This design comes from an exercise in tuning for small area on the open sky130 flow, not from production work.
Only simulation tests tie the RTL to the original design; equivalence was not proved.
Power figures rest on the tool's default switching activity, not on a simulated workload.

==> flow/design.v, too long to show whole: its modules and the start of the top module <==
// module cf_hdmi: 818 lines
module cf_hdmi (
  hdmi_clk,
  rst,
  hdmi_vsync,
  hdmi_hsync,
  hdmi_data_e,
  hdmi_data,
  hdmi_fs_toggle,
  hdmi_raddr_g,
  hdmi_tpm_oos,
  mem_raddr,
  mem_rdata,
  vdma_fs_ret_toggle,
  vdma_fs_waddr,
  up_enable,
  up_tpg_enable,
  up_csc_bypass,
  up_hs_width,
  up_hs_count,
  up_hs_de_min,
  up_hs_de_max,
  up_vs_width,
  up_vs_count,
  up_vs_de_min,
  up_vs_de_max,
  up_cp_en,
  up_cp);
  // ...
==> flow/flow/run.sh <==
#!/bin/bash
# Own layout flow: the standard synthesis, then an inverter polarity
# clean-up of its netlist around the full adders (flow/polopt.py, registers
# untouched), then the standard layout with the port buffers made from
# the smallest buffer cell, a clock tree with larger sink clusters and no
# dummy loads, and downsizing of gates off the critical paths after global
# routing. Each step's full output goes to its own log file in the work
# folder.
set -euo pipefail
R=orfs/results/sky130hd/cf_hdmi/base
bash standard.sh synth > flow_synth.log 2>&1
cp $R/1_2_yosys.v flow_1_2_yosys_standard.v
python3 flow/polopt.py flow_1_2_yosys_standard.v $R/1_2_yosys.v > flow_polopt.log 2>&1
rm -f $R/1_synth.odb $R/1_synth.sdc
bash standard.sh synth > flow_synth_odb.log 2>&1
bash standard.sh "BUFFER_PORTS_ARGS=-buffer_cell sky130_fd_sc_hd__buf_1" \
  "CTS_ARGS=-sink_clustering_enable -repair_clock_nets -dont_use_dummy_load -sink_clustering_size 14 -sink_clustering_max_diameter 60 -buf_list sky130_fd_sc_hd__clkbuf_8" \
  RECOVER_POWER=100 \
  finish > flow_layout.log 2>&1
==> flow/flow/polopt.py <==
#!/usr/bin/env python3
"""Inverter polarity optimisation of a mapped sky130hd netlist (yosys output).

A full adder computes the same sums and carries, all inverted, from all-inverted
inputs: FA(~a,~b,~c) = ~FA(a,b,c). The netlist's inverters are taken out,
every signal becomes a (net, polarity) pair, and a polarity flip is chosen
for each full adder so that as few nets as possible are needed in both
polarities; then one inverter is put back for each such net. Flip-flops,
ports and all other cells are left as they are.

usage: polopt.py IN.v OUT.v

The flips are chosen by simulated annealing (fixed seed) and a final greedy pass.
"""
import re, sys, collections

OUT_PINS = {"X", "Y", "Q", "Q_N", "COUT", "SUM", "HI", "LO"}
INV_RE = re.compile(r"^sky130_fd_sc_hd__(inv|clkinv)_\d+$")
FA = "sky130_fd_sc_hd__fa_1"

src = open(sys.argv[1]).read()
m = re.search(r"^\s*sky130_fd_sc_hd__", src, re.M)
head = src[:m.start()]
body = src[m.start():src.rindex("endmodule")]
cell_re = re.compile(r"(sky130_fd_sc_hd__\w+)\s+(\S+)\s*\((.*?)\);", re.S)
pin_re = re.compile(r"\.(\w+)\(([^()]*)\)")
cells = []
for cm in cell_re.finditer(body):
    typ, name, pins = cm.group(1), cm.group(2), cm.group(3)
    cells.append([typ, name, [(p, n.strip()) for p, n in pin_re.findall(pins)]])
# nothing but cells in the body
rest = cell_re.sub("", body).strip()
assert rest == "", rest[:200]

# ports
outputs = set()
for d, rng, names in re.findall(r"^\s*(input|output)\s+(\[\d+:\d+\]\s+)?([^;]+);", head, re.M):
    for nm in names.split(","):
        nm = nm.strip()
        if d == "output":
            if rng:
                hi, lo = map(int, re.findall(r"\d+", rng))
                for i in range(lo, hi + 1):
                    outputs.add(f"{nm}[{i}]")
            else:
                outputs.add(nm)

driver = {}
for c in cells:
    for p, n in c[2]:
        if p in OUT_PINS:
            driver[n] = c
# removable inverters: those not driving a port
removable = set()
for c in cells:
    if INV_RE.match(c[0]):
        y = dict(c[2])["Y"]
        if y not in outputs:
            removable.add(c[1])

def resolve(n):
    p = 0
    while True:
        c = driver.get(n)
        if c is None or c[1] not in removable:
            return n, p
        n = dict(c[2])["A"]
        p ^= 1

# consumers: (cell index or None for port, pin) -> (base, pol)
cons = []          # list of [cellidx, pin, base, pol]
for i, c in enumerate(cells):
    if c[1] in removable:
        continue
    for j, (p, n) in enumerate(c[2]):
        if p in OUT_PINS:
            continue
        if not n or n.startswith("1'") or n.startswith("1 '"):
            continue
        b, pol = resolve(n)
        cons.append([i, j, b, pol])
fa_idx = [i for i, c in enumerate(cells) if c[0] == FA]
flip = collections.defaultdict(int)
fa_of_base = {}
for i in fa_idx:
    for p, n in cells[i][2]:
        if p in OUT_PINS:
            fa_of_base[n] = i
by_base = collections.defaultdict(list)
for k, (i, j, b, pol) in enumerate(cons):
    by_base[b].append(k)
fa_inputs = collections.defaultdict(list)
for k, (i, j, b, pol) in enumerate(cons):
    if cells[i][0] == FA:
        fa_inputs[i].append(k)

def need(b):
    s = flip[fa_of_base[b]] if b in fa_of_base else 0
    for k in by_base[b]:
        i, j, _, pol = cons[k]
        x = flip[i] if cells[i][0] == FA else 0
        if pol ^ x ^ s:
            return 1
    return 0

def affected(f):
    bs = set()
    for p, n in cells[f][2]:
        if p in OUT_PINS:
            bs.add(n)
    for k in fa_inputs[f]:
        bs.add(cons[k][2])
    return bs

import random, math
random.seed(1)
aff = {f: affected(f) for f in fa_idx}
def delta(f):
    bs = aff[f]
    old = sum(need(b) for b in bs)
    flip[f] ^= 1
    new = sum(need(b) for b in bs)
    flip[f] ^= 1
    return new - old
cur = sum(need(b) for b in by_base)
best = cur; bestflip = dict(flip)
T = 2.0
for it in range(200000):
    f = random.choice(fa_idx)
    d = delta(f)
    if d <= 0 or random.random() < math.exp(-d / T):
        flip[f] ^= 1
        cur += d
        if cur < best:
            best = cur; bestflip = dict(flip)
    T = max(0.05, T * 0.99997)
flip.clear(); flip.update(bestflip)
# final greedy
improved = True
while improved:
    improved = False
    for f in fa_idx:
        if delta(f) < 0:
            flip[f] ^= 1; improved = True
ninv_orig = len(removable)

# rewrite
newwires = []
invnet = {}
def inv_of(b):
    if b not in invnet:
        nn = f"_polinv{len(invnet)}_"
        invnet[b] = nn
        newwires.append(nn)
    return invnet[b]
for k, (i, j, b, pol) in enumerate(cons):
    s = flip[fa_of_base[b]] if b in fa_of_base else 0
    x = flip[i] if cells[i][0] == FA else 0
    p, _ = cells[i][2][j]
    cells[i][2][j] = (p, inv_of(b) if (pol ^ x ^ s) else b)
out = [head.rstrip("\n") + "\n"]
for w in newwires:
    out.append(f"  wire {w};\n")
for c in cells:
    if c[1] in removable:
        continue
    pins = ",\n".join(f"    .{p}({n + ' ' if n.startswith(chr(92)) else n})" for p, n in c[2])
    out.append(f"  {c[0]} {c[1]} (\n{pins}\n  );\n")
for k, (b, nn) in enumerate(invnet.items()):
    bb = b + " " if b.startswith(chr(92)) else b
    out.append(f"  sky130_fd_sc_hd__inv_1 _polinvcell{k}_ (\n    .A({bb}),\n    .Y({nn})\n  );\n")
out.append("endmodule\n")
open(sys.argv[2], "w").write("".join(out))
print(f"inverters: {ninv_orig} removable, {len(invnet)} after; full adders flipped: {sum(flip[f] for f in fa_idx)} of {len(fa_idx)}")
==> flow/standard.sh <==
#!/bin/bash
# synth_recipe.tcl (not shown) runs the flow's synth.tcl, then flattens the netlist and writes it again
# the make line also repeats each setting of config.mk as NAME=value (left out here)
make -C /OpenROAD-flow-scripts/flow DESIGN_CONFIG=/design/flow/config.mk WORK_HOME=/design/flow/orfs CLKGATE_MAP_FILE= SYNTH_SCRIPT=/design/flow/synth_recipe.tcl "${@:-finish}"
==> flow/config.mk <==
export PLATFORM = sky130hd
export DESIGN_NAME = cf_hdmi
export DESIGN_NICKNAME = cf_hdmi
export VERILOG_FILES = /design/flow/design.v
export SDC_FILE = /design/flow/constraint.sdc
export NUM_CORES = 4
export LEC_CHECK = 0
export CAP_MARGIN = 20
export CORE_MARGIN = 2
export CORE_UTILIZATION = 40
export PLACE_DENSITY = 0.6
export SLEW_MARGIN = 20
==> flow/constraint.sdc <==
create_clock -name core_clock -period 5.0 [get_ports {hdmi_clk}]
set_input_delay 1.0000 -clock core_clock [delete_from_list [all_inputs] [get_ports {hdmi_clk}]]
set_output_delay 1.0000 -clock core_clock [all_outputs]
set_load 0.01 [all_outputs]
==> flow_summary.json, run 1 <==
{
  "status": "finished with violations",
  "violatedChecks": "max-capacitance violations, max-slew violations",
  "slew_violations": 206,
  "initial_utilization_pct": 40.3,
  "largest_register": "od",
  "cts_sinks": 618,
  "rrSetupSlack_ns": 0.33,
  "use_met2_pct": 31.8,
  "regArea_sq_um": 13900,
  "largestClassByArea": "sequential cells",
  "irDropWorstVdd_uv": 198,
  "max_cap_violations": 5,
  "synth.avg_cell_area_sq_um": 12.5,
  "cts_buffer_depth": 3,
  "worstPathMaxFanout": 6,
  "cp_common_cell": "fa_1",
  "seq_share_pct": 47.4,
  "drc": 0,
  "final_area_sq_um": 29300,
  "cp-start-kind": "register",
  "holdBufCountCts": 0,
  "internal-power_w": 0.00837,
  "layout_commonest_cell": "dfxtp_1",
  "use_met1_pct": 22.9,
  "place_ws_ns": 0.289,
  "hold_path_end": "od[12][12]",
  "nets": 2942,
  "largest_reg_flops": 176,
  "clkbuf_count": 56,
  "signal_buffers": 310,
  "netlist_area_sq_um": 26400,
  "grtUsageMet3_pct": 3.16,
  "cp_slowest_cell": "fa_1",
  "powerComb_w": 0.00296,
  "track_usage_pct": 18.3,
  "cpLargestDelayFamily": "adder cells",
  "layout.nonclk_buf_share_pct": 4.57,
  "tns_ns": 0,
  "finalSetupViolCount": 0,
  "endpoint": "csc_4[21]"
}
==> run 2: changes to the inputs <==
==> flow/flow/run.sh (replaced) <==
#!/bin/bash
# Own layout flow: the standard synthesis, then an inverter polarity
# clean-up of its netlist around the full and half adders (flow/polopt.py, registers
# untouched), then the standard layout with the port buffers made from
# the smallest buffer cell and a clock tree with larger sink clusters and no
# dummy loads. Each step's full output goes to its own log file in the work
# folder.
set -euo pipefail
R=orfs/results/sky130hd/cf_hdmi/base
bash standard.sh synth > flow_synth.log 2>&1
cp $R/1_2_yosys.v flow_1_2_yosys_standard.v
python3 flow/polopt.py flow_1_2_yosys_standard.v $R/1_2_yosys.v > flow_polopt.log 2>&1
rm -f $R/1_synth.odb $R/1_synth.sdc
bash standard.sh synth > flow_synth_odb.log 2>&1
bash standard.sh "BUFFER_PORTS_ARGS=-buffer_cell sky130_fd_sc_hd__buf_1" \
  "CTS_ARGS=-sink_clustering_enable -repair_clock_nets -dont_use_dummy_load -sink_clustering_size 9 -sink_clustering_max_diameter 45 -buf_list sky130_fd_sc_hd__clkbuf_4" \
  finish > flow_layout.log 2>&1
--- a/flow/flow/polopt.py
+++ b/flow/flow/polopt.py
@@ -5,12 +5,12 @@
 inputs: FA(~a,~b,~c) = ~FA(a,b,c). The netlist's inverters are taken out,
 every signal becomes a (net, polarity) pair, and a polarity flip is chosen
 for each full adder so that as few nets as possible are needed in both
-polarities; then one inverter is put back for each such net. Flip-flops,
-ports and all other cells are left as they are.
+polarities; then one inverter is put back for each such net. A half adder
+may also be rebuilt from an XOR/XNOR and an AND/NAND gate when that lets one
+of its outputs be used inverted. Flip-flops, ports and all other cells are
+left as they are.
 
 usage: polopt.py IN.v OUT.v
-
-The flips are chosen by simulated annealing (fixed seed) and a final greedy pass.
 """
 import re, sys, collections
 
@@ -80,12 +80,28 @@
         b, pol = resolve(n)
         cons.append([i, j, b, pol])
 fa_idx = [i for i, c in enumerate(cells) if c[0] == FA]
+HA = "sky130_fd_sc_hd__ha_1"
+ha_idx = [i for i, c in enumerate(cells) if c[0] == HA]
 flip = collections.defaultdict(int)
 fa_of_base = {}
 for i in fa_idx:
     for p, n in cells[i][2]:
         if p in OUT_PINS:
             fa_of_base[n] = i
+hflip = collections.defaultdict(int)
+ha_of_base = {}
+for i in ha_idx:
+    for p, n in cells[i][2]:
+        if p in ("SUM", "COUT"):
+            ha_of_base[n] = (i, p)
+INV_AREA = 3.7536
+def ha_cost(i):
+    ps, pc = hflip[(i, "SUM")], hflip[(i, "COUT")]
+    if ps == 0 and pc == 0:
+        return 0.0
+    if pc == 1:
+        return 0.0          # xor2/xnor2 + nand2 = ha_1's area
+    return 2.5024 / INV_AREA  # xnor2 + and2
 by_base = collections.defaultdict(list)
 for k, (i, j, b, pol) in enumerate(cons):
     by_base[b].append(k)
@@ -94,8 +110,15 @@
     if cells[i][0] == FA:
         fa_inputs[i].append(k)
 
+def shift(b):
+    if b in fa_of_base:
+        return flip[fa_of_base[b]]
+    if b in ha_of_base:
+        return hflip[ha_of_base[b]]
+    return 0
+
 def need(b):
-    s = flip[fa_of_base[b]] if b in fa_of_base else 0
+    s = shift(b)
     for k in by_base[b]:
         i, j, _, pol = cons[k]
         x = flip[i] if cells[i][0] == FA else 0
@@ -115,33 +138,45 @@
 import random, math
 random.seed(1)
 aff = {f: affected(f) for f in fa_idx}
-def delta(f):
-    bs = aff[f]
-    old = sum(need(b) for b in bs)
-    flip[f] ^= 1
-    new = sum(need(b) for b in bs)
-    flip[f] ^= 1
+moves = [("fa", f) for f in fa_idx] + [("ha", (i, p)) for i in ha_idx for p in ("SUM", "COUT")]
+def toggle(mv):
+    if mv[0] == "fa":
+        flip[mv[1]] ^= 1
+    else:
+        hflip[mv[1]] ^= 1
+def delta(mv):
+    if mv[0] == "fa":
+        bs = aff[mv[1]]; extra = lambda: 0.0
+    else:
+        i, p = mv[1]
+        bs = [dict(cells[i][2])[p]]; extra = lambda: ha_cost(i)
+    old = sum(need(b) for b in bs) + extra()
+    toggle(mv)
+    new = sum(need(b) for b in bs) + extra()
+    toggle(mv)
     return new - old
-cur = sum(need(b) for b in by_base)
-best = cur; bestflip = dict(flip)
+def total():
+    return sum(need(b) for b in by_base) + sum(ha_cost(i) for i in ha_idx)
+cur = total()
+best = cur; bestflip = (dict(flip), dict(hflip))
 T = 2.0
-for it in range(200000):
-    f = random.choice(fa_idx)
-    d = delta(f)
+for it in range(300000):
+    mv = random.choice(moves)
+    d = delta(mv)
     if d <= 0 or random.random() < math.exp(-d / T):
-        flip[f] ^= 1
+        toggle(mv)
         cur += d
-        if cur < best:
-            best = cur; bestflip = dict(flip)
-    T = max(0.05, T * 0.99997)
-flip.clear(); flip.update(bestflip)
+        if cur < best - 1e-9:
+            best = cur; bestflip = (dict(flip), dict(hflip))
+    T = max(0.05, T * 0.99998)
+flip.clear(); flip.update(bestflip[0]); hflip.clear(); hflip.update(bestflip[1])
 # final greedy
 improved = True
 while improved:
     improved = False
-    for f in fa_idx:
-        if delta(f) < 0:
-            flip[f] ^= 1; improved = True
+    for mv in moves:
+        if delta(mv) < -1e-9:
+            toggle(mv); improved = True
 ninv_orig = len(removable)
 
 # rewrite
@@ -154,15 +189,34 @@
         newwires.append(nn)
     return invnet[b]
 for k, (i, j, b, pol) in enumerate(cons):
-    s = flip[fa_of_base[b]] if b in fa_of_base else 0
+    s = shift(b)
     x = flip[i] if cells[i][0] == FA else 0
     p, _ = cells[i][2][j]
     cells[i][2][j] = (p, inv_of(b) if (pol ^ x ^ s) else b)
 out = [head.rstrip("\n") + "\n"]
 for w in newwires:
     out.append(f"  wire {w};\n")
+def q(n):
+    return n + " " if n.startswith(chr(92)) else n
+nha = 0
+for i in ha_idx:
+    ps, pc = hflip[(i, "SUM")], hflip[(i, "COUT")]
+    if ps == 0 and pc == 0:
+        continue
+    c = cells[i]; pd = dict(c[2])
+    a, b2 = q(pd["A"]), q(pd["B"])
+    if ps:
+        out.append(f"  sky130_fd_sc_hd__xnor2_1 {c[1][:-1] if c[1].endswith('_') else c[1]}_s_ (\n    .A({a}),\n    .B({b2}),\n    .Y({q(pd['SUM'])})\n  );\n")
+    else:
+        out.append(f"  sky130_fd_sc_hd__xor2_1 {c[1][:-1] if c[1].endswith('_') else c[1]}_s_ (\n    .A({a}),\n    .B({b2}),\n    .X({q(pd['SUM'])})\n  );\n")
+    if pc:
+        out.append(f"  sky130_fd_sc_hd__nand2_1 {c[1][:-1] if c[1].endswith('_') else c[1]}_c_ (\n    .A({a}),\n    .B({b2}),\n    .Y({q(pd['COUT'])})\n  );\n")
+    else:
+        out.append(f"  sky130_fd_sc_hd__and2_1 {c[1][:-1] if c[1].endswith('_') else c[1]}_c_ (\n    .A({a}),\n    .B({b2}),\n    .X({q(pd['COUT'])})\n  );\n")
+    c[1] = None
+    nha += 1
 for c in cells:
-    if c[1] in removable:
+    if c[1] is None or c[1] in removable:
         continue
     pins = ",\n".join(f"    .{p}({n + ' ' if n.startswith(chr(92)) else n})" for p, n in c[2])
     out.append(f"  {c[0]} {c[1]} (\n{pins}\n  );\n")
@@ -171,4 +225,4 @@
     out.append(f"  sky130_fd_sc_hd__inv_1 _polinvcell{k}_ (\n    .A({bb}),\n    .Y({nn})\n  );\n")
 out.append("endmodule\n")
 open(sys.argv[2], "w").write("".join(out))
-print(f"inverters: {ninv_orig} removable, {len(invnet)} after; full adders flipped: {sum(flip[f] for f in fa_idx)} of {len(fa_idx)}")
+print(f"inverters: {ninv_orig} removable, {len(invnet)} after; full adders flipped: {sum(flip[f] for f in fa_idx)} of {len(fa_idx)}; half adders rebuilt: {nha} of {len(ha_idx)}")
==> run 2 against run 1 <==
Now clean on timing, DRC and antenna. Routed wire length is 2.1% higher. Power is 0.96% lower. Sequential power about the same. Combinational power up 2%. Critical path depth is 1 higher. First-iteration DRC count is 5.8% higher. Sequential share of layout area up 0.49 points. Clock power decreased by 6%. Via count is 1.8% higher. Area after synthesis decreased by 1.1%. Utilization up 0.27 points. Design area decreased by 1.0%. Largest power group unchanged.
==> flow_summary.json, run 2 <==
{
  "path_cells": "inv_1, fa_1, fa_1, fa_1, fa_1, and2_1, o21bai_1, a311oi_1, a21oi_1, o31a_1, o31a_1, o41ai_1, buf_4, nor2_1, a211oi_1",
  "fp.dieH_microns": 260,
  "crit_arrival_ns": 5.48,
  "place_ws_ns": 0.231,
  "grt_pass1_wl_mm": 97.9,
  "p_per_area_nw_per_um2": 402,
  "n_fill_cell": 6057,
  "cp-start-kind": "register",
  "rows": 93,
  "numPlacedInstances": 3188,
  "cts_made_buffers": 91,
  "fmax_mhz": 212,
  "largest_reg_flops": 176,
  "cts_tree": "yes",
  "irDropWorstVdd_uv": 188,
  "portBuffers": 254,
  "layout_commonest_cell": "dfxtp_1",
  "postLayoutSetupSlackWorst_ns": 0.286,
  "fin_crit_ns": 4.71,
  "routed_wl_mm": 62.4,
  "ant_nets": 0,
  "tightestPinTransition_ns": 1.03,
  "fin_crit_sh_pct": 94.3,
  "initial_utilization_pct": 40.5,
  "max_cap_violations": 0,
  "power.leakage_nw": 10.8,
  "grt_pass1_vias": 17700,
  "worst_setup_path_end_kind": "register",
  "cpLargestDelayFamily": "adder cells",
  "cts.htree.levels": 3,
  "utilization_pct": 44.9,
  "cts_buffer_depth": 3,
  "place_hpwl_mm": 47.3,
  "synth.avg_cell_area_sq_um": 12.6,
  "regArea_sq_um": 13900,
  "finalNonFillerCells": 3283,
  "worst_clock_skew_ns": 0.123,
  "worstPathBufferInverterCount": 2,
  "final_cell_mix": "dfxtp_1, buf_1, fa_1, edfxtp_1, nor2_1",
  "grt_max_degree": 123,
  "drc": 0,
  "timing.rr.start": "pix_3[16]",
  "grt.busiest_layer": "met2",
  "track_usage_pct": 18.9,
  "cp_slowest_cell": "fa_1",
  "dieArea_sq_um": 67400,
  "required_ns": 5.76,
  "clk_latency_ns": 0.86,
  "drive_gt1_share_pct": 8.99,
  "nets": 2902,
  "slew_headroom_pct": 30.7,
  "clk_pin_slew_ns": 0.10,
  "multiInputGateArea_sq_um": 11600,
  "hold_viol": 0,
  "slew_violations": 0,
  "largest_register": "od",
  "yosysWarnings": 3,
  "hold_start": "vdma_fs_waddr[4]",
  "startpoint": "pix_3[16]",
  "top_regs": "od x176, sc x26",
  "route.vias.total": 16600,
  "die_width_microns": 260,
  "netlist_area_sq_um": 26100,
  "grt_overflow": 0,
  "antenna_found_initial": 1,
  "finalSetupViolCount": 0,
  "grtUsageMet3_pct": 3.16,
  "cp_common_cell": "fa_1",
  "firstDrtPassIters": 5,
  "use_met2_pct": 32.5,
  "viasPerCell": 5.04,
  "coreArea_sq_um": 64600,
  "drt-initial-drc-count": 914,
  "pin_count": 255,
  "slowest_delay_ns": 0.55,
  "worstPathMaxFanout": 6,
  "root_buffer": "clkbuf_4",
  "syn_to_final_growth_pct": 11.1,
  "path_class": "reg -> reg",
  "gp_congestion": 0.882,
  "status": "no timing/DRC/antenna violations",
  "rsz0062_at_grt": "false",
  "drt-wirelength-per-cell_microns": 19.0,
  "tns_ns": 0,
  "use_met1_pct": 23.8,
  "synthCells": 2082,
  "syn_nets": 2556,
  "worstHoldPathType": "in -> reg",
  "cts_sinks": 618
}
==> run 2: where the power goes <==
group	total, W	switching [W]	internal, W
clock network	0.00238	0.00155	0.000831
registers	0.00628	0.000271	0.00601
logic	0.00301	0.00161	0.00140
==> run 2: final timing paths <==
kind,slack (ns),depth (start not counted),end
setup / recovery,0.29,15,csc_4[7]
setup reg to reg,0.29,15,csc_4[7]
hold / removal,0.22,1,fs_waddr[4]
hold reg to reg,0.27,0,od[9][14]
==> run 2: metrics by stage <==
stage / total power [W] / hold WS, ns / area (sq um)
floorplan: 0.00849 / 0.310 / 26100
global placement: 0.00935 / 0.310 / 28300
detailed placement: 0.00943 / 0.312 / 28300
CTS: 0.0119 / 0.104 / 29000
global route: 0.0125 / 0.129 / 29000
finish: 0.0117 / 0.221 / 29000
==> run 2: what timing repair did <==
action / 4_1_cts / 5_1_grt
endpoints found under the setup margin: 0 / 2
buffers inserted: 0 / 2
resized for setup: 0 / 2
endpoints found under the hold margin: 0 / 0
hold buffers: 0 / 0
==> run 2: layout make-up <==
class / instances / area share [%]
Antenna cell: 2 / 0.0172
Clock buffer: 91 / 2.35
Inverter: 98 / 1.28
Multi-Input combinational cell: 1308 / 39.9
Sequential cell: 618 / 47.9
Tap cell: 855 / 3.69
Timing Repair Buffer: 311 / 4.81
==> run 2: per-layer routing <==
layer | up-vias | part of all wire, %
met5 | - | 0
met4 | 0 | 3.1
met3 | 113 | 4.4
met2 | 462 | 50
met1 | 8056 | 43
li1 | 7925 | -
==> run 3: changes to the inputs <==
==> flow/flow/run.sh (replaced) <==
#!/bin/bash
# Own layout flow: the standard synthesis; an inverter polarity clean-up
# of its netlist around the full and half adders (flow/polopt.py); an
# area-oriented re-mapping of the other gates with ABC (flow/remap.ys,
# flip-flops and adders kept with their names and cells); then the standard flow's
# standard layout with the port buffers made from the smallest buffer cell
# and a clock tree with larger sink clusters and no dummy loads. Each step's
# full output goes to its own log file in the work folder.
set -euo pipefail
R=orfs/results/sky130hd/cf_hdmi/base
YOSYS=${YOSYS_EXE:-$FLOW_HOME/../tools/install/yosys/bin/yosys}
LIB=$FLOW_HOME/platforms/sky130hd/lib/sky130_fd_sc_hd__tt_025C_1v80.lib
bash standard.sh synth > flow_synth.log 2>&1
cp $R/1_2_yosys.v flow_1_2_yosys_standard.v
python3 flow/polopt.py flow_1_2_yosys_standard.v flow_1_2_yosys_pol.v > flow_polopt.log 2>&1
sed "s#LIBFILE#$LIB#g" flow/remap.ys > flow_remap.ys
$YOSYS -s flow_remap.ys > flow_remap.log 2>&1
python3 flow/fixnet.py flow_remap_all.v $R/1_2_yosys.v > flow_fixnet.log 2>&1
rm -f $R/1_synth.odb $R/1_synth.sdc
bash standard.sh synth > flow_synth_odb.log 2>&1
bash standard.sh "BUFFER_PORTS_ARGS=-buffer_cell sky130_fd_sc_hd__buf_1" \
  "CTS_ARGS=-sink_clustering_enable -repair_clock_nets -dont_use_dummy_load -sink_clustering_size 9 -sink_clustering_max_diameter 45 -buf_list sky130_fd_sc_hd__clkbuf_4" \
  finish > flow_layout.log 2>&1
==> flow/flow/abc_area_map.script (new file) <==
strash
dch
amap
topo
stime -c
==> flow/flow/fixnet.py (new file) <==
#!/usr/bin/env python3
"""Take module cf_hdmi out of a yosys netlist and fold the
'assign PORT = {nets};' aliases into the port names."""
import re, sys
t = open(sys.argv[1]).read()
m = re.search(r'^module cf_hdmi\(.*?^endmodule\n', t, re.S | re.M)
mod = m.group(0)
# port bit widths
ports = {}
for d, rng, names in re.findall(r'^\s*(input|output)\s+(\[\d+:\d+\]\s+)?([^;]+);', mod, re.M):
    for nm in names.split(','):
        nm = nm.strip()
        if rng:
            hi, lo = map(int, re.findall(r'\d+', rng))
            ports[nm] = (hi, lo)
        else:
            ports[nm] = None
alias = {}
def parts(rhs):
    rhs = rhs.strip()
    if rhs.startswith('{'):
        rhs = rhs[1:-1]
    out = []
    for p in re.findall(r'\\\S+|[\w$]+(?:\s*\[\d+\])?', rhs):
        out.append(p.strip())
    return out
for lhs, rhs in re.findall(r'^\s*assign\s+(\S+)\s*=\s*(.*?);\s*$', mod, re.M):
    ps = parts(rhs)
    if ports.get(lhs) is not None:
        hi, lo = ports[lhs]
        bits = [f"{lhs}[{i}]" for i in range(hi, lo - 1, -1)]
    else:
        bits = [lhs]
    assert len(bits) == len(ps), (lhs, rhs)
    for b, p in zip(bits, ps):
        alias[p] = b
mod = re.sub(r'^\s*assign\s+.*?;\s*\n', '', mod, flags=re.M)
# drop wire declarations of aliased nets
lines = []
for ln in mod.split('\n'):
    mm = re.match(r'^\s*wire\s+(?:\[\d+:\d+\]\s+)?(\\\S+|\S+)\s*;\s*$', ln)
    if mm and mm.group(1) in alias:
        continue
    lines.append(ln)
mod = '\n'.join(lines)
# rename: token pattern for escaped ids (terminated by whitespace) and plain ids
cnt = [0]
names = {}
def ren(mo):
    tok = mo.group(0)
    key = tok.strip()
    if key in alias:
        return alias[key] + (' ' if tok.endswith(' ') else '')
    return tok
mod = re.sub(r'\\\S+ ', ren, mod)
mod = re.sub(r'(?<![\w\\$.])[A-Za-z_][\w$]*(?:\[\d+\])?', ren, mod)
open(sys.argv[2], 'w').write(mod)
==> flow/flow/remap.ys (new file) <==
# Re-map the netlist's gates other than flip-flops, full and half adders for
# area (ABC's amap); those cells are kept as they are, with their names.
read_liberty -ignore_miss_func LIBFILE
read_verilog flow_1_2_yosys_pol.v
hierarchy -top cf_hdmi
setattr -mod -set keep_hierarchy 1 sky130_fd_sc_hd__fa_1 sky130_fd_sc_hd__ha_1 sky130_fd_sc_hd__dfxtp_1 sky130_fd_sc_hd__edfxtp_1
flatten
opt_clean -purge
abc -liberty LIBFILE -dont_use sky130_fd_sc_hd__lpflow_bleeder_1 -dont_use sky130_fd_sc_hd__lpflow_clkbufkapwr_1 -dont_use sky130_fd_sc_hd__lpflow_clkbufkapwr_16 -dont_use sky130_fd_sc_hd__lpflow_clkbufkapwr_2 -dont_use sky130_fd_sc_hd__lpflow_clkbufkapwr_4 -dont_use sky130_fd_sc_hd__lpflow_clkbufkapwr_8 -dont_use sky130_fd_sc_hd__lpflow_clkinvkapwr_1 -dont_use sky130_fd_sc_hd__lpflow_clkinvkapwr_16 -dont_use sky130_fd_sc_hd__lpflow_clkinvkapwr_2 -dont_use sky130_fd_sc_hd__lpflow_clkinvkapwr_4 -dont_use sky130_fd_sc_hd__lpflow_clkinvkapwr_8 -dont_use sky130_fd_sc_hd__lpflow_decapkapwr_12 -dont_use sky130_fd_sc_hd__lpflow_decapkapwr_3 -dont_use sky130_fd_sc_hd__lpflow_decapkapwr_4 -dont_use sky130_fd_sc_hd__lpflow_decapkapwr_6 -dont_use sky130_fd_sc_hd__lpflow_decapkapwr_8 -dont_use sky130_fd_sc_hd__lpflow_inputiso0n_1 -dont_use sky130_fd_sc_hd__lpflow_inputiso0p_1 -dont_use sky130_fd_sc_hd__lpflow_inputiso1n_1 -dont_use sky130_fd_sc_hd__lpflow_inputiso1p_1 -dont_use sky130_fd_sc_hd__lpflow_inputisolatch_1 -dont_use sky130_fd_sc_hd__lpflow_isobufsrc_1 -dont_use sky130_fd_sc_hd__lpflow_isobufsrc_16 -dont_use sky130_fd_sc_hd__lpflow_isobufsrc_2 -dont_use sky130_fd_sc_hd__lpflow_isobufsrc_4 -dont_use sky130_fd_sc_hd__lpflow_isobufsrc_8 -dont_use sky130_fd_sc_hd__lpflow_isobufsrckapwr_16 -dont_use sky130_fd_sc_hd__lpflow_lsbuf_lh_hl_isowell_tap_1 -dont_use sky130_fd_sc_hd__lpflow_lsbuf_lh_hl_isowell_tap_2 -dont_use sky130_fd_sc_hd__lpflow_lsbuf_lh_hl_isowell_tap_4 -dont_use sky130_fd_sc_hd__lpflow_lsbuf_lh_isowell_4 -dont_use sky130_fd_sc_hd__lpflow_lsbuf_lh_isowell_tap_1 -dont_use sky130_fd_sc_hd__lpflow_lsbuf_lh_isowell_tap_2 -dont_use sky130_fd_sc_hd__lpflow_lsbuf_lh_isowell_tap_4 -dont_use sky130_fd_sc_hd__probe_p_8 -dont_use sky130_fd_sc_hd__probec_p_8  -script flow/abc_area_map.script -D 5000
opt_clean -purge
splitnets
opt_clean -purge
write_verilog -noattr -noexpr -selected flow_remap_all.v
==> run 3 against run 2 <==
The layout now fails its checks (negative setup slack). Critical path type unchanged. Largest cell class unchanged. Sequential power about the same. Sequential share of layout area rose by 0.82 points. Area after synthesis down 5.4%.
==> flow_summary.json, run 3 <==
{
  "finalHoldWorstSlack_ns": 0.193,
  "synthCells": 2079,
  "hold_viol": 0,
  "cp_slowest_cell": "fa_1",
  "route.vias.total": 17200,
  "grt_pass1_vias": 17600,
  "slew_violations": 0,
  "crit_arrival_ns": 5.79,
  "ant_nets": 0,
  "slew_headroom_pct": 47.3,
  "violatedChecks": "negative setup slack",
  "power.switching_w": 0.00368,
  "nets": 3023,
  "worst_clock_skew_ns": 0.105,
  "routed_wl_mm": 59.5,
  "cts_made_buffers": 93,
  "finalSetupViolCount": 2,
  "tightestPinTransition_ns": 0.790,
  "top_regs": "od x176, sc x26",
  "largest_register": "od",
  "cp-start-kind": "register",
  "seqPwrFrac_pct": 50.8,
  "fin_crit_sh_pct": 101,
  "irDropWorstVdd_uv": 216,
  "grt_overflow": 0,
  "n_fill_cell": 5638,
  "internal-power_w": 0.00869,
  "fmax_mhz": 198,
  "cts_tree": "yes",
  "portBuffers": 254,
  "worstPathBufferInverterCount": 0,
  "antenna_found_initial": 5,
  "cts_buffer_depth": 3,
  "largest_reg_flops": 176,
  "path_class": "reg -> reg",
  "firstDrtPassIters": 5,
  "drive_gt1_share_pct": 11.1,
  "cpLargestDelayFamily": "adder cells",
  "power.leakage_nw": 10.6,
  "rsz0062_at_grt": "true",
  "holdBufCountCts": 0,
  "syn_to_final_growth_pct": 15.8,
  "slowest_delay_ns": 0.56,
  "netlist_area_sq_um": 24700,
  "grt_max_degree": 63,
  "max_cap_violations": 0,
  "yosysWarnings": 3,
  "pin_count": 255,
  "grt_pass1_wl_mm": 93.7,
  "worstPathMaxFanout": 3,
  "layout_commonest_cell": "dfxtp_1",
  "required_ns": 5.73,
  "root_buffer": "clkbuf_4",
  "drc": 0,
  "p_per_area_nw_per_um2": 432,
  "initial_utilization_pct": 40.3,
  "rows": 91,
  "cts.htree.levels": 3,
  "place_hpwl_mm": 45.6,
  "pwr-share-clk_pct": 19.3,
  "path_cells": "fa_1, fa_1, fa_1, fa_1, a211oi_1, nor2_1, a21oi_1, nor3_1, nor2_1, o21ai_2, and2_4, nor2_4, nor2_2, or2_1, and2_4, or2_1, and2_4, nor2_4, nor2_2, or2_1, and2_4, a32oi_1, a31oi_1",
  "status": "finished with violations",
  "tns_ns": -0.110,
  "fp.dieH_microns": 253,
  "drt-initial-drc-count": 957,
  "final_cell_mix": "dfxtp_1, buf_1, nor2_1, fa_1, clkinv_1",
  "cts_sinks": 618,
  "coreArea_sq_um": 61400,
  "postLayoutSetupSlackWorst_ns": -0.0553,
  "clk_latency_ns": 0.86,
  "syn_nets": 2553,
  "fin_crit_ns": 5.06,
  "drt-wirelength-per-cell_microns": 17.8,
  "worst_setup_path_end_kind": "register",
  "clk_pin_slew_ns": 0.10,
  "synth.avg_cell_area_sq_um": 11.9,
  "worstHoldPathType": "in -> reg",
  "die_width_microns": 253,
  "switching_share_pct": 29.7,
  "dieArea_sq_um": 63800,
  "combPwrFrac_pct": 29.9,
  "viasPerCell": 5.13,
  "track_usage_pct": 18.9,
  "gp_congestion": 0.887
}
## run 3: final timing paths
path,cells past startpoint,slack (ns),from,end
max,23,-0.06,pix_3[17],csc_4[7]
min,1,0.19,vdma_fs_waddr[7],fs_waddr[7]
max reg2reg,23,-0.06,pix_3[17],csc_4[7]
min reg2reg,0,0.24,od[6][14],od[7][14]
## run 3: per-layer routing
layer  GRT usage, %  part of all wire (%)  vias up
met5              0                 0.074        -
met3           3.82                   5.4      128
li1               -                     -     8380
met1           23.4                    42     8160
met4           6.90                   3.3        6
met2           32.6                    49      485
## run 3: final cells by class
type	count	area, sq um	share of cell area, %
clock buffers	93	698	2.44
flip-flops and latches	618	14000	48.8
diodes	5	12.5	0.0437
repair buffers	375	1920	6.72
multi-input cells	1289	10300	36.1
well taps	790	988	3.45
inverters	172	706	2.47
## run 3: worst reg2reg max path: cells and delay by family (launching register included)
kind                       cells  cell delay [ns]
AOI/OAI and AO/OA              5             0.73
DFF                            1             0.37
and+or+nand+nor               14             1.84
adders and majority gates      4             2.07
## run 3: power groups by stage
stage                     Clock (W)  Combinational [W]  Sequential, W
after floorplan                   0            0.00194        0.00633
after global placement            0            0.00305        0.00639
after global routing        0.00271            0.00420        0.00637
after CTS                   0.00254            0.00350        0.00630
final                       0.00239            0.00370        0.00628
after detailed placement          0            0.00311        0.00641
## run 3: per-stage QoR
step | setup slack (ns) | total power, W | cells | util, % | area [sq um]
final | -0.0553 | 0.0124 | 3342 | 46.6 | 28600
after detailed placement | -0.385 | 0.00952 | 3226 | 44.9 | 27500
after global routing | -0.315 | 0.0133 | 3342 | 46.6 | 28600
after CTS | -0.130 | 0.0123 | 3328 | 46.3 | 28400
after floorplan | -0.0106 | 0.00827 | 2079 | - | 24800
after global placement | -0.367 | 0.00944 | 3226 | 44.9 | 27500
## run 3: what timing repair did
action / CTS / global route
setup buffers: 9 / 9
endpoints found under the setup margin: 10 / 19
pin swaps: 22 / 29
gates cloned: 0 / 0
endpoints found under the hold margin: 0 / 0
resized for setup: 30 / 35
==> run 4: changes to the inputs <==
==> flow/flow/abc_area_map.script (replaced) <==
strash
dch -f
amap -F 2 -A 4
topo
--- a/flow/config.mk
+++ b/flow/config.mk
@@ -5,6 +5,7 @@
 export SDC_FILE = /design/flow/constraint.sdc
 export NUM_CORES = 4
 export LEC_CHECK = 0
+export ABC_AREA = 1
 export CAP_MARGIN = 20
 export CORE_MARGIN = 2
 export CORE_UTILIZATION = 40
==> run 4 against run 3 <==
Still fails the layout checks on negative setup slack. Power decreased by 6.0%. Area after synthesis decreased by 1.7%. Fmax decreased by 1.7%. Synthesized cell count decreased by 3.2%. Clock power about the same. Non-clock buffer count decreased by 23. Highest routed layer unchanged. Setup slack got worse by 0.087 ns.
==> flow_summary.json, run 4 <==
{
  "p_per_area_nw_per_um2": 418,
  "place_hpwl_mm": 44.1,
  "worst_clock_skew_ns": 0.141,
  "top_regs": "od x176, sc x26",
  "crit_arrival_ns": 5.98,
  "cp-start-kind": "register",
  "path_class": "reg -> reg",
  "grt_pass1_wl_mm": 92.2,
  "hold_viol": 0,
  "ant_nets": 0,
  "status": "finished with violations",
  "firstDrtPassIters": 5,
  "power.leakage_nw": 9.94,
  "coreArea_sq_um": 60200,
  "clk_latency_ns": 0.90,
  "n_fill_cell": 5519,
  "syn_nets": 2459,
  "regArea_sq_um": 13900,
  "portBuffers": 254,
  "viasPerCell": 5.11,
  "finalPower_w": 0.0116,
  "numPlacedInstances": 3140,
  "layout_commonest_cell": "dfxtp_1",
  "cts.htree.levels": 3,
  "slowest_delay_ns": 0.54,
  "holdBufCountCts": 0,
  "worstPathMaxFanout": 3,
  "nets": 2905,
  "initial_utilization_pct": 40.3,
  "violatedChecks": "negative setup slack",
  "irDropWorstVdd_uv": 223,
  "cts_tree": "yes",
  "worstPathBufferInverterCount": 1,
  "cp_slowest_cell": "fa_1",
  "largest_reg_flops": 176,
  "gp_congestion": 0.913,
  "cpLargestDelayFamily": "adder cells",
  "multiInputGateArea_sq_um": 9880,
  "drive_gt1_share_pct": 9.41,
  "routed_wl_mm": 58.1,
  "die_width_microns": 250,
  "finalSetupViolCount": 1,
  "cts_sinks": 618,
  "cts_made_buffers": 92,
  "syn_to_final_growth_pct": 14.7,
  "fmax_mhz": 194,
  "worstHoldPathType": "in -> reg",
  "grt_max_degree": 132,
  "netlist_area_sq_um": 24300,
  "max_cap_violations": 0,
  "antenna_found_initial": 3,
  "cts_buffer_depth": 3,
  "track_usage_pct": 19.0,
  "rows": 90,
  "tightestPinTransition_ns": 0.949,
  "required_ns": 5.84,
  "clk_pin_slew_ns": 0.10,
  "fin_crit_ns": 5.14,
  "finalNonFillerCells": 3245,
  "rsz0062_at_grt": "true",
  "route.vias.total": 16600,
  "postLayoutSetupSlackWorst_ns": -0.143,
  "drt-initial-drc-count": 1029,
  "slew_headroom_pct": 36.5,
  "pin_count": 255,
  "yosysWarnings": 3,
  "root_buffer": "clkbuf_4",
  "drt-wirelength-per-cell_microns": 17.9,
  "fp.dieH_microns": 250,
  "largest_register": "od",
  "final_cell_mix": "dfxtp_1, buf_1, nor2_1, fa_1, clkinv_1",
  "slew_violations": 0,
  "grt_overflow": 0,
  "fin_crit_sh_pct": 103,
  "drc": 0,
  "synthCells": 2012,
  "grt_pass1_vias": 17100,
  "worst_setup_path_end_kind": "register",
  "synth.avg_cell_area_sq_um": 12.1,
  "dieArea_sq_um": 62700
}
==> run 4: cell count changes in the layout (fill, tap and decap cells not counted), moves of 8 or more <==
cell	before	now
o21a_1	7	16
nor2b_1	33	25
ha_1	86	62
dfxtp_1	448	457
a22o_1	30	9
o21ai_0	109	130
a221oi_1	24	16
nor3_1	44	29
nor2_1	221	181
clkinv_4	11	3
a22oi_1	8	41
buf_4	112	96
o22a_1	13	37
==> run 4: final timing paths <==
check                                 startpoint     endpoint  slack [ns]  cells after the start
worst max-delay path                   pix_3[15]    csc_4[23]       -0.14                     25
worst min-delay path            vdma_fs_waddr[0]  fs_waddr[0]        0.25                      1
worst max register to register         pix_3[15]    csc_4[23]       -0.14                     25
worst min register to register          od[9][6]    od[10][6]        0.26                      0
==> run 4: layer usage <==
metal	part of all wire (%)	vias to the layer above	track usage, %	routed length [microns]
met5	0.028	-	0	16
met4	3.0	2	6.78	1750
met3	5.6	111	4.33	3230
met2	48	464	31.8	28000
met1	43	7897	24.2	25100
li1	-	8114	-	-
==> run 4: power by group <==
part	total [W]	leakage (nW)	switching [W]	internal (W)
clock network	0.00237	0.423	0.00153	0.000840
registers	0.00626	5.25	0.000268	0.00599
logic	0.00300	4.27	0.00167	0.00133
total	0.0116	9.94	0.00347	0.00816
==> run 4: final cells by class <==
class / count / share of cell area [%]
Timing Repair Buffer: 352 / 6.16
Inverter: 167 / 2.33
Clock buffer: 92 / 2.48
Multi-Input combinational cell: 1227 / 35.5
Tap cell: 782 / 3.51
Antenna cell: 7 / 0.0629
Sequential cell: 618 / 50.0
==> run 4: per-stage QoR <==
stage                     hold slack [ns]  TNS, ns  cell area, sq um  utilization (%)  worst slack, ns
after floorplan                     0.310        0             24400                -         0.000996
after global placement              0.310   -0.263             27000             44.8           -0.239
after detailed placement            0.312   -0.365             27000             44.8           -0.237
after CTS                           0.159   -0.130             27700             46.0           -0.130
after global routing                0.159   -0.783             27900             46.2           -0.454
final                               0.254   -0.143             27900             46.2           -0.143
==> run 4: timing repair <==
action,4_1_cts,5_1_grt
setup buffers,0,6
endpoints found under the setup margin,2,37
gates resized for setup,4,24
pin swaps,0,15
==> run 5: changes to the inputs <==
==> flow/flow/abc_area_map.script (replaced) <==
strash
dch
amap
topo
stime -c
==> flow/flow/remap.ys (replaced) <==
# Re-map the netlist's gates other than flip-flops, full and half adders for
# area (ABC's amap); those cells are kept as they are, with their names, and
# so are the gates of the colour conversion (the input cone of csc_4), whose
# timing is tight.
read_liberty -ignore_miss_func LIBFILE
read_verilog flow_1_2_yosys_pol.v
hierarchy -top cf_hdmi
setattr -mod -set keep_hierarchy 1 sky130_fd_sc_hd__fa_1 sky130_fd_sc_hd__ha_1 sky130_fd_sc_hd__dfxtp_1 sky130_fd_sc_hd__edfxtp_1
select -set ffcsc c:csc_4*
select -set cone @ffcsc %ci1 %ci*:-sky130_fd_sc_hd__dfxtp_1,sky130_fd_sc_hd__edfxtp_1 @ffcsc %d
setattr -set keep_hierarchy 1 @cone
select -clear
flatten
opt_clean -purge
abc -liberty LIBFILE -dont_use sky130_fd_sc_hd__lpflow_bleeder_1 -dont_use sky130_fd_sc_hd__lpflow_clkbufkapwr_1 -dont_use sky130_fd_sc_hd__lpflow_clkbufkapwr_16 -dont_use sky130_fd_sc_hd__lpflow_clkbufkapwr_2 -dont_use sky130_fd_sc_hd__lpflow_clkbufkapwr_4 -dont_use sky130_fd_sc_hd__lpflow_clkbufkapwr_8 -dont_use sky130_fd_sc_hd__lpflow_clkinvkapwr_1 -dont_use sky130_fd_sc_hd__lpflow_clkinvkapwr_16 -dont_use sky130_fd_sc_hd__lpflow_clkinvkapwr_2 -dont_use sky130_fd_sc_hd__lpflow_clkinvkapwr_4 -dont_use sky130_fd_sc_hd__lpflow_clkinvkapwr_8 -dont_use sky130_fd_sc_hd__lpflow_decapkapwr_12 -dont_use sky130_fd_sc_hd__lpflow_decapkapwr_3 -dont_use sky130_fd_sc_hd__lpflow_decapkapwr_4 -dont_use sky130_fd_sc_hd__lpflow_decapkapwr_6 -dont_use sky130_fd_sc_hd__lpflow_decapkapwr_8 -dont_use sky130_fd_sc_hd__lpflow_inputiso0n_1 -dont_use sky130_fd_sc_hd__lpflow_inputiso0p_1 -dont_use sky130_fd_sc_hd__lpflow_inputiso1n_1 -dont_use sky130_fd_sc_hd__lpflow_inputiso1p_1 -dont_use sky130_fd_sc_hd__lpflow_inputisolatch_1 -dont_use sky130_fd_sc_hd__lpflow_isobufsrc_1 -dont_use sky130_fd_sc_hd__lpflow_isobufsrc_16 -dont_use sky130_fd_sc_hd__lpflow_isobufsrc_2 -dont_use sky130_fd_sc_hd__lpflow_isobufsrc_4 -dont_use sky130_fd_sc_hd__lpflow_isobufsrc_8 -dont_use sky130_fd_sc_hd__lpflow_isobufsrckapwr_16 -dont_use sky130_fd_sc_hd__lpflow_lsbuf_lh_hl_isowell_tap_1 -dont_use sky130_fd_sc_hd__lpflow_lsbuf_lh_hl_isowell_tap_2 -dont_use sky130_fd_sc_hd__lpflow_lsbuf_lh_hl_isowell_tap_4 -dont_use sky130_fd_sc_hd__lpflow_lsbuf_lh_isowell_4 -dont_use sky130_fd_sc_hd__lpflow_lsbuf_lh_isowell_tap_1 -dont_use sky130_fd_sc_hd__lpflow_lsbuf_lh_isowell_tap_2 -dont_use sky130_fd_sc_hd__lpflow_lsbuf_lh_isowell_tap_4 -dont_use sky130_fd_sc_hd__probe_p_8 -dont_use sky130_fd_sc_hd__probec_p_8  -script flow/abc_area_map.script -D 5000
opt_clean -purge
splitnets
opt_clean -purge
write_verilog -noattr -noexpr -selected flow_remap_all.v
==> run 5 against run 4 <==
The run now finishes clean. Die area is 1.4% higher. Utilization is 0.38 points lower. Final cell count is 0.22% lower. Via count hardly changed. Non-clock buffer count is 44 lower. Sequential power hardly changed. Combinational power is about 10% higher. Clock power hardly changed. Global-route usage is 0.70 points lower. Critical path type unchanged.
==> flow_summary.json, run 5 <==
{
  "status": "no timing/DRC/antenna violations",
  "finalSetupViolCount": 0,
  "track_usage_pct": 18.3,
  "coreArea_sq_um": 60600,
  "place_ws_ns": 0.0296,
  "fmax_mhz": 216,
  "cts.htree.levels": 3,
  "reg2reg_depth": 30,
  "pin_count": 255,
  "cts_buffer_depth": 3,
  "power.switching_w": 0.00367,
  "finalNonFillerCells": 3238,
  "hold_path_depth": 1,
  "holdBufCountCts": 0,
  "postLayoutSetupSlackWorst_ns": 0.364,
  "drc": 0,
  "initial_utilization_pct": 40.7,
  "nets": 2897,
  "drt-initial-drc-count": 981,
  "slew_headroom_pct": 31.1,
  "internal-power_w": 0.00826,
  "switching_share_pct": 30.8,
  "worst_clock_skew_ns": 0.135,
  "clk_latency_ns": 0.90,
  "viasPerCell": 5.13,
  "slew_violations": 0,
  "fin_crit_sh_pct": 92.7,
  "largest_reg_flops": 176,
  "slowest_delay_ns": 0.48,
  "cp_common_cell": "o21ai_0",
  "layout_commonest_cell": "dfxtp_1",
  "synth.avg_cell_area_sq_um": 12.0,
  "place_hpwl_mm": 42.9,
  "syn_to_final_growth_pct": 12.8,
  "combPwrFrac_pct": 27.7,
  "numPlacedInstances": 3138,
  "worst_setup_path_end_kind": "register",
  "cts_tree": "yes",
  "fp.dieH_microns": 252,
  "path_class": "reg -> reg",
  "power.leakage_nw": 10.2,
  "gp_congestion": 0.907,
  "portBuffers": 254,
  "routed_wl_mm": 57.2,
  "syn_nets": 2496,
  "max_cap_violations": 0,
  "rrSetupSlack_ns": 0.36,
  "crit_arrival_ns": 5.39,
  "irDropWorstVdd_uv": 249,
  "worstPathMaxFanout": 8,
  "largest_register": "od",
  "worstHoldPathType": "in -> reg",
  "rsz0062_at_grt": "true",
  "yosysWarnings": 3,
  "fin_crit_ns": 4.64,
  "tightestPinTransition_ns": 1.03,
  "firstDrtPassIters": 7,
  "n_fill_cell": 5544,
  "p_per_area_nw_per_um2": 429,
  "final_cell_mix": "dfxtp_1, buf_1, nor2_1, fa_1, edfxtp_1",
  "hold_viol": 0,
  "antenna_found_initial": 5,
  "grt_pass1_vias": 16900,
  "cp-start-kind": "register",
  "top_regs": "od x176, sc x26",
  "drt-wirelength-per-cell_microns": 17.7,
  "required_ns": 5.75,
  "pwr-share-clk_pct": 19.8,
  "grt_pass1_wl_mm": 90.1,
  "route.vias.total": 16600,
  "synthCells": 2049,
  "grt_max_degree": 100,
  "grt_overflow": 0,
  "netlist_area_sq_um": 24600,
  "cp_slowest_cell": "a311o_2",
  "ant_nets": 0,
  "rows": 90,
  "clk_pin_slew_ns": 0.10,
  "root_buffer": "clkbuf_4",
  "die_width_microns": 252,
  "drive_gt1_share_pct": 7.11,
  "cts_sinks": 618,
  "cts_made_buffers": 90,
  "seqPwrFrac_pct": 52.5,
  "dieArea_sq_um": 63600
}
==> run 5: layer usage <==
metal / up-vias / part of all wire (%) / GRT usage [%]
met5: - / 0.017 / 0
met1: 7966 / 43 / 23.4
met4: 2 / 2.7 / 5.80
li1: 8030 / - / -
met3: 112 / 6.3 / 4.56
met2: 486 / 48 / 30.6
==> run 5: what timing repair did <==
action / in CTS / in global routing
resized for setup: 2 / 25
setup endpoints to repair: 14 / 28
gates cloned: 0 / 1
pin swaps: 0 / 4
setup buffers: 0 / 1
==> run 5: layout make-up <==
class | count | area [sq um] | area share, %
Sequential cell | 618 | 13900 | 50.1
Multi-Input combinational cell | 1224 | 10000 | 36.1
Timing Repair Buffer | 308 | 1370 | 4.94
Tap cell | 782 | 978 | 3.52
Inverter | 208 | 792 | 2.85
Clock buffer | 90 | 676 | 2.43
Antenna cell | 8 | 20.0 | 0.0720
==> run 5: worst paths after layout <==
path / to / start
worst max-delay path: vs_count[8] / hs_count[1]
worst min-delay path: fs_waddr[7] / vdma_fs_waddr[7]
worst max register to register: vs_count[8] / hs_count[1]
worst min register to register: s1[1] / s0[1]
==> run 5: per-stage QoR <==
step | hold slack, ns | util (%) | setup TNS [ns] | total power [W] | area [sq um]
final | 0.229 | 45.9 | 0 | 0.0119 | 27800
after global routing | 0.110 | 45.9 | -0.112 | 0.0129 | 27800
after CTS | 0.128 | 45.7 | 0 | 0.0121 | 27700
after detailed placement | 0.312 | 44.5 | 0 | 0.00969 | 27000
after global placement | 0.310 | 44.5 | 0 | 0.00961 | 27000
after floorplan | 0.310 | - | 0 | 0.00878 | 24600
==> run 5: power groups by stage <==
stage	combinational [W]	clock [W]	sequential (W)
2_1_floorplan	0.00246	0	0.00632
3_3_place_gp	0.00323	0	0.00639
3_5_place_dp	0.00329	0	0.00639
4_1_cts	0.00333	0.00248	0.00629
5_1_grt	0.00382	0.00269	0.00636
6_report	0.00331	0.00236	0.00627
==> run 5: critical path: cells and delay by family, from the launching register on <==
kind / cells / cell delay (ns)
buffers and inverters: 2 / 0.20
AOI/OAI and AO/OA: 21 / 3.00
and+or+nand+nor: 6 / 0.62
DFF: 1 / 0.35
adders and majority gates: 1 / 0.30
==> run 6: changes to the inputs <==
--- a/flow/config.mk
+++ b/flow/config.mk
@@ -5,7 +5,6 @@
 export SDC_FILE = /design/flow/constraint.sdc
 export NUM_CORES = 4
 export LEC_CHECK = 0
-export ABC_AREA = 1
 export CAP_MARGIN = 20
 export CORE_MARGIN = 2
 export CORE_UTILIZATION = 40
==> run 6 against run 5 <==
Critical path depth down 15. Non-clock buffer count grew 7. Power down 0.66%. Highest routed layer unchanged.
==> flow_summary.json, run 6 <==
{
  "die_width_microns": 254,
  "place_hpwl_mm": 48.9,
  "crit_arrival_ns": 5.37,
  "worstPathBufferInverterCount": 2,
  "syn_nets": 2530,
  "slew_violations": 0,
  "antenna_found_initial": 14,
  "dieArea_sq_um": 64600,
  "coreArea_sq_um": 61800,
  "fp.dieH_microns": 254,
  "finalNonFillerCells": 3308,
  "route.vias.total": 17000,
  "gp_congestion": 0.901,
  "cp_slowest_cell": "fa_1",
  "worst_clock_skew_ns": 0.121,
  "holdBufCountCts": 0,
  "grt_overflow": 0,
  "cp-start-kind": "register",
  "clk_pin_slew_ns": 0.09,
  "post_cts_buffers": 0,
  "status": "no timing/DRC/antenna violations",
  "numPlacedInstances": 3208,
  "grt_max_degree": 54,
  "fmax_mhz": 217,
  "worst_setup_path_end_kind": "register",
  "fin_crit_ns": 4.61,
  "internal-power_w": 0.00828,
  "seqPwrFrac_pct": 53.2,
  "drt-wirelength-per-cell_microns": 19.3,
  "cts.htree.levels": 3,
  "fin_crit_sh_pct": 92.3,
  "worstHoldPathType": "in -> reg",
  "final_cell_mix": "dfxtp_1, buf_1, nor2_1, fa_1, edfxtp_1",
  "cts_made_buffers": 92,
  "slowest_delay_ns": 0.52,
  "synth.avg_cell_area_sq_um": 12.2,
  "tightestPinTransition_ns": 0.984,
  "root_buffer": "clkbuf_4",
  "netlist_area_sq_um": 25000,
  "p_per_area_nw_per_um2": 420,
  "cts-resized-gates": 0,
  "path_class": "reg -> reg",
  "portBuffers": 254,
  "pwr-share-clk_pct": 20.3,
  "viasPerCell": 5.13,
  "rows": 91,
  "worstPathMaxFanout": 5,
  "layout_commonest_cell": "dfxtp_1",
  "yosysWarnings": 3,
  "cpLargestDelayFamily": "adder cells",
  "max_cap_violations": 0,
  "cts_buffer_depth": 3,
  "routed_wl_mm": 64.0,
  "clk_latency_ns": 0.87,
  "cts_sinks": 618,
  "cts_tree": "yes",
  "switching_share_pct": 30.2,
  "initial_utilization_pct": 40.5,
  "firstDrtPassIters": 5,
  "synthCells": 2056,
  "finalSetupViolCount": 0,
  "drt-initial-drc-count": 945,
  "largest_reg_flops": 176,
  "ant_nets": 0,
  "cp_common_cell": "fa_1",
  "path_cells": "inv_1, fa_1, fa_1, fa_1, fa_1, and2_1, o21bai_1, a311oi_1, a21oi_1, o31a_1, o31a_1, o41ai_1, buf_4, o21bai_1, xor2_1",
  "power.leakage_nw": 10.3,
  "combPwrFrac_pct": 26.5,
  "largest_register": "od",
  "power.switching_w": 0.00358,
  "track_usage_pct": 20.4,
  "top_regs": "od x176, sc x26",
  "n_fill_cell": 5766,
  "pin_count": 255,
  "slew_headroom_pct": 34.2,
  "drive_gt1_share_pct": 6.46,
  "required_ns": 5.76,
  "nets": 2939,
  "syn_to_final_growth_pct": 12.7,
  "drc": 0,
  "grt_pass1_vias": 17700,
  "grt_pass1_wl_mm": 99.8,
  "hold_viol": 0,
  "tns_ns": 0,
  "irDropWorstVdd_uv": 287
}
## run 6: metrics by stage
step           hold slack [ns]  instance area (sq um)  setup slack (ns)  utilization, %  total power [W]
3_3_place_gp             0.310                  27500             0.397            44.5          0.00953
3_5_place_dp             0.312                  27500             0.377            44.5          0.00959
2_1_floorplan            0.310                  25100             0.171               -          0.00858
4_1_cts                  0.121                  28200             0.359            45.6           0.0120
6_report                 0.203                  28200             0.386            45.7           0.0119
5_1_grt                  0.128                  28200          -0.00798            45.7           0.0127
## run 6: power groups by stage
stage	registers, W	clock network, W	logic, W
floorplan	0.00634	0	0.00224
global placement	0.00643	0	0.00310
detailed placement	0.00643	0	0.00315
CTS	0.00633	0.00252	0.00318
global route	0.00639	0.00274	0.00360
finish	0.00631	0.00240	0.00315
## run 6: routing by layer
metal | part of all wire, % | vias up | track usage (%)
met2 | 49 | 503 | 34.7
met5 | 0.11 | - | 0
met3 | 6.0 | 131 | 4.88
met4 | 3.0 | 12 | 7.03
li1 | - | 8123 | -
met1 | 42 | 8199 | 25.4
## run 6: final cells by class
| cell class | count | area (sq um) | area share, % |
|---|---|---|---|
| well taps | 837 | 1050 | 3.71 |
| multi-input cells | 1266 | 10500 | 37.2 |
| flip-flops and latches | 618 | 13900 | 49.3 |
| inverters | 172 | 646 | 2.29 |
| diodes | 8 | 20.0 | 0.0709 |
| repair buffers | 315 | 1410 | 5.00 |
| clock buffers | 92 | 691 | 2.45 |
## run 6: path summary, 6_finish.rpt
path,from,endpoint,slack [ns],cells after the start
worst max register to register,pix_3[10],csc_4[6],0.39,15
worst min-delay path,vdma_fs_waddr[4],fs_waddr[4],0.20,1
worst min register to register,od[8][14],od[9][14],0.27,0
worst max-delay path,pix_3[10],csc_4[6],0.39,15
==> run 7: changes to the inputs <==
==> flow/flow/abc_area_map.script (replaced) <==
strash
dch -f
amap -F 2 -A 4
topo
--- a/flow/config.mk
+++ b/flow/config.mk
@@ -5,6 +5,7 @@
 export SDC_FILE = /design/flow/constraint.sdc
 export NUM_CORES = 4
 export LEC_CHECK = 0
+export ABC_AREA = 1
 export CAP_MARGIN = 20
 export CORE_MARGIN = 2
 export CORE_UTILIZATION = 40
==> run 7 against run 6 <==
Fmax increased by 3.7%. Design area decreased by 2.2%. Global-route usage decreased by 2.0 points. Via count decreased by 3.6%. Synthesized cell count decreased by 1.6%. Clock skew decreased by 0.036 ns.
==> flow_summary.json, run 7 <==
{
  "grt_max_degree": 70,
  "pin_count": 255,
  "p_per_area_nw_per_um2": 420,
  "slew_headroom_pct": 39.8,
  "cts.htree.levels": 3,
  "antenna_found_initial": 6,
  "fmax_mhz": 225,
  "drive_gt1_share_pct": 6.21,
  "die_width_microns": 252,
  "status": "no timing/DRC/antenna violations",
  "initial_utilization_pct": 40.6,
  "tightestPinTransition_ns": 0.898,
  "ant_nets": 0,
  "fin_crit_ns": 4.45,
  "nets": 2865,
  "grt_overflow": 0,
  "coreArea_sq_um": 60600,
  "cp-start-kind": "register",
  "worstPathMaxFanout": 15,
  "slew_violations": 0,
  "grt_pass1_wl_mm": 90.3,
  "hold_viol": 0,
  "slowest_delay_ns": 0.37,
  "viasPerCell": 5.11,
  "synth.avg_cell_area_sq_um": 12.1,
  "place_ws_ns": 0.515,
  "final_cell_mix": "dfxtp_1, buf_1, nand2_1, fa_1, edfxtp_1",
  "holdBufCountCts": 0,
  "top_regs": "od x176, sc x26",
  "path_class": "reg -> reg",
  "dieArea_sq_um": 63400,
  "cts_tree": "yes",
  "cts-resized-gates": 0,
  "worstHoldPathType": "in -> reg",
  "utilization_pct": 45.6,
  "drt-initial-drc-count": 856,
  "drc": 0,
  "worst_clock_skew_ns": 0.0849,
  "route.vias.total": 16400,
  "clk_pin_slew_ns": 0.09,
  "required_ns": 5.74,
  "post_cts_buffers": 0,
  "grt_pass1_vias": 17200,
  "yosysWarnings": 3,
  "irDropWorstVdd_uv": 271,
  "path_cells": "clkinv_1, nor3_1, clkinv_1, nor3_1, clkinv_1, nor3_1, nand2_1, nor2_1, clkinv_1, nor3_1, clkinv_1, o22ai_1, a21boi_0, nor2_1, a21o_1, o21a_1, a221oi_1, o21ai_0, a41oi_1, a31o_1, buf_4, o32ai_1",
  "firstDrtPassIters": 5,
  "finalSetupViolCount": 0,
  "cts_made_buffers": 87,
  "root_buffer": "clkbuf_4",
  "drt-wirelength-per-cell_microns": 17.5,
  "cts_sinks": 618,
  "power.leakage_nw": 9.97,
  "syn_to_final_growth_pct": 12.4,
  "fp.dieH_microns": 252,
  "fin_crit_sh_pct": 89.0,
  "syn_nets": 2470,
  "rows": 90,
  "layout_commonest_cell": "dfxtp_1",
  "crit_arrival_ns": 5.19,
  "netlist_area_sq_um": 24600,
  "postLayoutSetupSlackWorst_ns": 0.552,
  "largest_register": "od",
  "gp_congestion": 0.905,
  "tns_ns": 0,
  "synthCells": 2023,
  "cts_buffer_depth": 3,
  "largest_reg_flops": 176,
  "cp_common_cell": "clkinv_1",
  "cp_slowest_cell": "nor3_1",
  "rsz0062_at_grt": "false",
  "routed_wl_mm": 56.2,
  "max_cap_violations": 0,
  "portBuffers": 254,
  "clk_latency_ns": 0.83,
  "place_hpwl_mm": 42.6,
  "track_usage_pct": 18.4,
  "worst_setup_path_end_kind": "register"
}
[run 7: per-layer routing]
metal / track usage (%) / wire (microns) / vias to the layer above
met5: 0 / 41 / -
met4: 6.66 / 1850 / 6
met3: 4.52 / 3430 / 132
met2: 31.5 / 27400 / 450
met1: 22.5 / 23500 / 7816
li1: - / - / 7961
[run 7: cell type report]
type | count | area (sq um)
flip-flops and latches | 618 | 13900
inverters | 163 | 612
diodes | 7 | 17.5
well taps | 782 | 978
repair buffers | 306 | 1370
fillers | 5686 | 33000
clock buffers | 87 | 653
multi-input cells | 1242 | 10100
[run 7: report_power, final]
| part | total, W | switching (W) | leakage (nW) | internal, W |
|---|---|---|---|---|
| sequential | 0.00628 | 0.000266 | 5.25 | 0.00601 |
| clock | 0.00230 | 0.00151 | 0.400 | 0.000797 |
| combinational | 0.00302 | 0.00170 | 4.32 | 0.00132 |
| total | 0.0116 | 0.00347 | 9.97 | 0.00813 |
[run 7: metrics by stage]
step	power, W	cell area (sq um)	hold WS (ns)	std cells
CTS	0.0118	27600	0.145	3197
global placement	0.00934	26900	0.310	3110
global route	0.0125	27600	0.160	3204
detailed placement	0.00945	26900	0.312	3110
finish	0.0116	27600	0.265	3205
floorplan	0.00858	24600	0.310	2023
[run 7: path summary, 6_finish.rpt]
| check | start | endpoint | slack (ns) | depth (start not counted) |
|---|---|---|---|---|
| setup / recovery | vs_count[3] | vs_count[5] | 0.55 | 22 |
| hold / removal | vdma_fs_waddr[6] | fs_waddr[6] | 0.27 | 1 |
| setup reg to reg | vs_count[3] | vs_count[5] | 0.55 | 22 |
| hold reg to reg | od[9][14] | od[10][14] | 0.28 | 0 |
[run 7: critical path, delay by kind of cell (launching register included)]
| family | cells | cell delay [ns] |
|---|---|---|
| AOI/OAI and AO/OA | 9 | 1.37 |
| buffers and inverters | 6 | 1.01 |
| DFF | 1 | 0.34 |
| and+or+nand+nor | 7 | 1.59 |

## what the ideal ports hide
No port has a modelled driver above. Below, the same layouts with a new extraction and two added sets of constraints.
Step 1 sets driving cells, clkbuf_16 on the clock port and buf_2 on the other inputs (assumed; they add their load-dependent delay and slew).
Step 2 also shifts input and output timing later by t, the mid clock arrival at the registers, as if the neighbouring blocks saw the same clock.
Slacks: ideal / step 1 / step 2; pairs: ideal / step 1.
| run | t, ns | setup slack, ns | worst setup path at the end | clock arrival spread, ns | pins driven straight from the clock port |
|---|---|---|---|---|---|
| run 1 | 0.704 | 0.333 / 0.333 / 0.333 | register to register | 0.116 / 0.116 | 1 |
| run 2 | 0.851 | 0.286 / 0.286 / 0.286 | register to register | 0.136 / 0.136 | 1 |
| run 3 | 0.881 | -0.055 / -0.055 / -0.055 | register to register | 0.155 / 0.154 | 1 |
| run 4 | 0.880 | -0.143 / -0.143 / -0.143 | register to register | 0.164 / 0.164 | 1 |
| run 5 | 0.883 | 0.364 / 0.364 / 0.364 | register to register | 0.155 / 0.156 | 1 |
| run 6 | 0.873 | 0.386 / 0.386 / 0.386 | register to register | 0.137 / 0.138 | 1 |
| run 7 | 0.855 | 0.552 / 0.552 / 0.552 | register to register | 0.132 / 0.133 | 1 |
